From an optimization exercise on the open Yosys and OpenROAD flow, aimed at small area and a short achievable clock period; shortcuts taken in it are not production practice.
RTL that was checked went through simulation tests only; none was proved equivalent to the original.

==> module div_non_restore_pip, before the edit <==
module div_non_restore_pip #(parameter N = 16) (
	input          clk,
	input  [N-1:0] dividend,
	input  [N-1:0] divisor,
	output [N-1:0] quotient
);
	localparam H = N / 2;
	reg [N-1:0] R0, D0;
	reg [N:0]   R  [1:N-1];
	reg         QB [1:N-1];
	reg [N-1:0] D  [1:N-1];
	reg [N-1:0] Q  [1:N-1];
	reg [N-1:0] QO, QF;
	always @(posedge clk) begin
		R0 <= dividend;
		D0 <= divisor;
	end
	wire [N:0] r1 = {R0, 1'b0} - {1'b0, D0};
	always @(posedge clk) begin
		R[1]  <= {r1[N:1], D0[0]};
		QB[1] <= ~r1[N];
		D[1]  <= D0;
		Q[1]  <= {N{1'b0}};
	end
	genvar s, j;
	generate
		for (s = 2; s <= N; s = s + 1) begin : stage
			wire        neg = R[s-1][N];
			wire        pos = QB[s-1];
			wire [N:0]  b;
			for (j = 0; j <= N; j = j + 1) begin : op
				wire dj = (j < N) ? D[s-1][j] : 1'b0;
				if (j < H) begin : lo
					assign b[j] = dj ^ pos;
				end else begin : hi
					assign b[j] = ~(dj ^ neg);
				end
			end
			wire [N:0] rn = {R[s-1][N-1:0], 1'b0} + b + {{N{1'b0}}, pos};
			if (s < N) begin : mid
				always @(posedge clk) begin
					R[s]  <= {rn[N:1], D[s-1][0]};
					QB[s] <= ~rn[N];
					D[s]  <= D[s-1];
					Q[s]  <= {Q[s-1][N-2:0], pos};
				end
			end else begin : last
				always @(posedge clk) begin
					QO <= {Q[N-1][N-3:0], pos, ~rn[N]};
					QF <= QO;
				end
			end
		end
	endgenerate
	assign quotient = QF;
endmodule
export LEC_CHECK = 0
export CAP_MARGIN = 20
export CORE_MARGIN = 2
export CORE_UTILIZATION = 55
export CTS_BUF_LIST = sky130_fd_sc_hd__clkbuf_16
export CTS_CLUSTER_DIAMETER = 80
export CTS_CLUSTER_SIZE = 30
export PLACE_DENSITY = 0.75
export SETUP_SLACK_MARGIN = 2.3
export SLEW_MARGIN = 20
create_clock -name core_clock -period 4.5 [get_ports {clk}]
standard.sh (not shown) runs the stock make flow with config.mk's settings and CLKGATE_MAP_FILE= SYNTH_SCRIPT=/design/flow/synth_recipe.tcl, a recipe that flattens the netlist after the stock synthesis.
==> flow/flow/run.sh <==
#!/bin/bash
# Own flow: the standard layout, with the synthesis's final ABC mapping
# run from flow/abc.script (delay-oriented) instead of ORFS's abc_speed.script.
# flow/make_args, if present, holds extra make variable settings; @W@ in it
# stands for this work folder.
set -euo pipefail
W=$(pwd)
export MY_ABC_SCRIPT=$W/flow/abc.script
export MY_ABC_D=${MY_ABC_D:-1000}
EXTRA=()
if [[ -f flow/make_args ]]; then read -r -a EXTRA < <(sed "s#@W@#$W#g" flow/make_args); fi
cat flow/abc_override.tcl synth_recipe.tcl > my_synth.tcl
sed "s#SYNTH_SCRIPT=[^ ]*#SYNTH_SCRIPT=$W/my_synth.tcl#" standard.sh > my_standard.sh
bash my_standard.sh "${EXTRA[@]}" finish > flow.log 2>&1
==> flow/flow/abc.script <==
&get -n
&st
&dch
&nf -p
&put
buffer -p
upsize {D}
dnsize {D}
==> flow/flow/abc_override.tcl <==
# Use our own ABC script and delay target for the final technology mapping
# (the generic abc inside yosys synth is unchanged).
proc abc {args} {
  set here [file dirname [file normalize [info script]]]
  set i [lsearch $args -script]
  if {$i >= 0} { lset args [expr {$i+1}] $::env(MY_ABC_SCRIPT) }
  set i [lsearch $args -D]
  if {$i >= 0} { lset args [expr {$i+1}] $::env(MY_ABC_D) } else { lappend args -D $::env(MY_ABC_D) }
  puts "abc (own script): $args"
  yosys abc {*}$args
}
==> flow/flow/io.tcl <==
# Keep the operand pins together, bit by bit, so the first stage's
# registers and logic sit close; keep the result pins together too.
set_io_pin_constraint -pin_names {dividend[15] divisor[15] dividend[14] divisor[14] dividend[13] divisor[13] dividend[12] divisor[12] dividend[11] divisor[11] dividend[10] divisor[10] dividend[9] divisor[9] dividend[8] divisor[8] dividend[7] divisor[7] dividend[6] divisor[6] dividend[5] divisor[5] dividend[4] divisor[4] dividend[3] divisor[3] dividend[2] divisor[2] dividend[1] divisor[1] dividend[0] divisor[0]} -region bottom:* -group -order
set_io_pin_constraint -pin_names {quotient[15] quotient[14] quotient[13] quotient[12] quotient[11] quotient[10] quotient[9] quotient[8] quotient[7] quotient[6] quotient[5] quotient[4] quotient[3] quotient[2] quotient[1] quotient[0]} -region top:* -group -order
==> flow/flow/make_args <==
ADDER_MAP_FILE= IO_CONSTRAINTS=@W@/flow/io.tcl
Edit:
--- a/flow/design.v
+++ b/flow/design.v
@@ -16,9 +16,9 @@
 		D0 <= divisor;
 	end
 	wire [N:0] r1 = {R0, 1'b0} - {1'b0, D0};
 	always @(posedge clk) begin
-		R[1]  <= {r1[N:1], D0[0]};
+		R[1]  <= r1;
 		QB[1] <= ~r1[N];
 		D[1]  <= D0;
 		Q[1]  <= {N{1'b0}};
 	end
@@ -38,9 +38,9 @@
 			end
 			wire [N:0] rn = {R[s-1][N-1:0], 1'b0} + b + {{N{1'b0}}, pos};
 			if (s < N) begin : mid
 				always @(posedge clk) begin
-					R[s]  <= {rn[N:1], D[s-1][0]};
+					R[s]  <= rn;
 					QB[s] <= ~rn[N];
 					D[s]  <= D[s-1];
 					Q[s]  <= {Q[s-1][N-2:0], pos};
 				end
- maximum frequency went down by a few percent
- setup slack degrades by 0.051 ns
- clock skew hardly moves
- synthesized cell count went down by a few percent
- wire length went down by roughly a tenth
- final area went down by a little under a tenth
- register-to-register slack degrades by 0.05 ns
- first-iteration DRC count went down by well over a third
- worst hold slack is about the same
- clock-buffer cell count went down by 2
- critical path depth is unchanged
- core utilization went down by 0.19 points
Only the layout flow was run in the first run of this note; the RTL was not checked for function there.


== north ==
The RTL this note starts from:
==> flow/design.v <==
module div_non_restore_pip #(parameter N = 16) (
	input          clk,
	input  [N-1:0] dividend,
	input  [N-1:0] divisor,
	output [N-1:0] quotient
);
	reg [N-1:0] R [0:N-1];
	reg [N-1:0] D [0:N-1];
	reg [N-1:0] Q [1:N-1];
	reg [N-1:0] QO, QF;
	always @(posedge clk) begin
		R[0] <= dividend;
		D[0] <= divisor;
	end
	genvar s;
	generate
		for (s = 1; s < N; s = s + 1) begin : stage
			wire [N+1:0] diff = {1'b0, R[s-1], 1'b0} - {2'b00, D[s-1]};
			wire         q    = ~diff[N+1];
			always @(posedge clk) begin
				R[s] <= q ? diff[N-1:0] : {R[s-1][N-2:0], 1'b0};
				D[s] <= D[s-1];
				Q[s] <= (s == 1) ? {{(N-1){1'b0}}, q} : {Q[s-1][N-2:0], q};
			end
		end
	endgenerate
	wire [N+1:0] dlast = {1'b0, R[N-1], 1'b0} - {2'b00, D[N-1]};
	always @(posedge clk) begin
		QO <= {Q[N-1][N-2:0], ~dlast[N+1]};
		QF <= QO;
	end
	assign quotient = QF;
endmodule
Settings: LEC_CHECK=0, CAP_MARGIN=20, CORE_MARGIN=2, CORE_UTILIZATION=40, SETUP_SLACK_MARGIN=2.5, SLEW_MARGIN=20; clock period 4.5 ns.
==> flow/flow/run.sh <==
#!/bin/bash
# Own flow: the standard layout, with the synthesis's final ABC mapping
# run from flow/abc.script (delay-oriented) instead of ORFS's abc_speed.script.
set -euo pipefail
W=$(pwd)
export MY_ABC_SCRIPT=$W/flow/abc.script
export MY_ABC_D=${MY_ABC_D:-1000}
cat flow/abc_override.tcl synth_recipe.tcl > my_synth.tcl
sed "s#SYNTH_SCRIPT=[^ ]*#SYNTH_SCRIPT=$W/my_synth.tcl#" standard.sh > my_standard.sh
bash my_standard.sh > flow.log 2>&1
Scripts as last shown in full above: flow/flow/abc.script, flow/flow/abc_override.tcl
### north -> south
==> flow/design.v <==
module div_non_restore_pip #(parameter N = 16) (
	input          clk,
	input  [N-1:0] dividend,
	input  [N-1:0] divisor,
	output [N-1:0] quotient
);
	reg [N-1:0] R0, D0;
	reg [N:0]   R [1:N-1];
	reg [N-1:0] D [1:N-1];
	reg [N-1:0] Q [1:N-1];
	reg [N-1:0] QO, QF;
	always @(posedge clk) begin
		R0 <= dividend;
		D0 <= divisor;
	end
	always @(posedge clk) begin
		R[1] <= {R0, 1'b0} - {1'b0, D0};
		D[1] <= D0;
		Q[1] <= {N{1'b0}};
	end
	genvar s;
	generate
		for (s = 2; s < N; s = s + 1) begin : stage
			wire neg = R[s-1][N];
			always @(posedge clk) begin
				R[s] <= {R[s-1][N-1:0], 1'b0} + (neg ? {1'b0, D[s-1]} : ~{1'b0, D[s-1]} + 1'b1);
				D[s] <= D[s-1];
				Q[s] <= {Q[s-1][N-2:0], ~neg};
			end
		end
	endgenerate
	wire        negl = R[N-1][N];
	wire [N:0]  rl   = {R[N-1][N-1:0], 1'b0} + (negl ? {1'b0, D[N-1]} : ~{1'b0, D[N-1]} + 1'b1);
	always @(posedge clk) begin
		QO <= {Q[N-1][N-3:0], ~negl, ~rl[N]};
		QF <= QO;
	end
	assign quotient = QF;
endmodule
[summary]
south went all the way through the flow, and no timing, DRC or antenna check failed.
Comparing south and north, post-synthesis to final-layout area growth is lower on north.
Re clock network latency to the later pin of the worst-skew pair: south and north aren't equal, and the higher value belongs to north.
Changes observed in south relative to north: half-perimeter wire length after detailed placement higher, fraction of area in multi-input gates rose 4.8 points, global-route wire length before repair up about 2%.
Cmp south and north / distinct cell type count after synthesis / lower: north
Compared with north, south instantiates a larger number of standard cells.
In the reports for south and north, the smaller cell depth of the worst flop-to-flop path belongs to north.
Number of buffers added for setup after CTS, south and north, higher one = south.
Function not checked in south: the RTL went through the layout flow alone.

static timing again, ports no longer ideal:
How much do the figures lean on ideal ports? The routed layouts below were timed once more, with nothing changed but the port constraints. Step 1 (the two cells are an assumption about what drives the block):
set clk [get_ports {clk}]
set_driving_cell -lib_cell sky130_fd_sc_hd__clkbuf_16 $clk
set_driving_cell -lib_cell sky130_fd_sc_hd__buf_2 [delete_from_list [all_inputs] $clk]
Step 2 adds t to the input delays and takes it off the output delays; t is the mean of the earliest and latest rising clock arrival at the registers after step 1. Input paths then give back, and output paths get back, about the clock's delay inside the block. Three values: ideal, step 1, step 2; two values: the first two.
run	t (ns)	slack for setup (ns)	worst setup path at the end	clock arrival spread, ns	cell pins on the clock port's net
the first run of note 1	0.635	2.285 / 2.285 / 2.285	register to register	0.034 / 0.034	1
the second run of note 1	0.639	2.234 / 2.234 / 2.234	register to register	0.027 / 0.027	1
north	0.673	2.332 / 2.332 / 2.332	register to register	0.030 / 0.029	1
south	0.661	1.632 / 1.632 / 1.632	register to register	0.032 / 0.033	1
After both steps setup and hold are still met in every run listed.
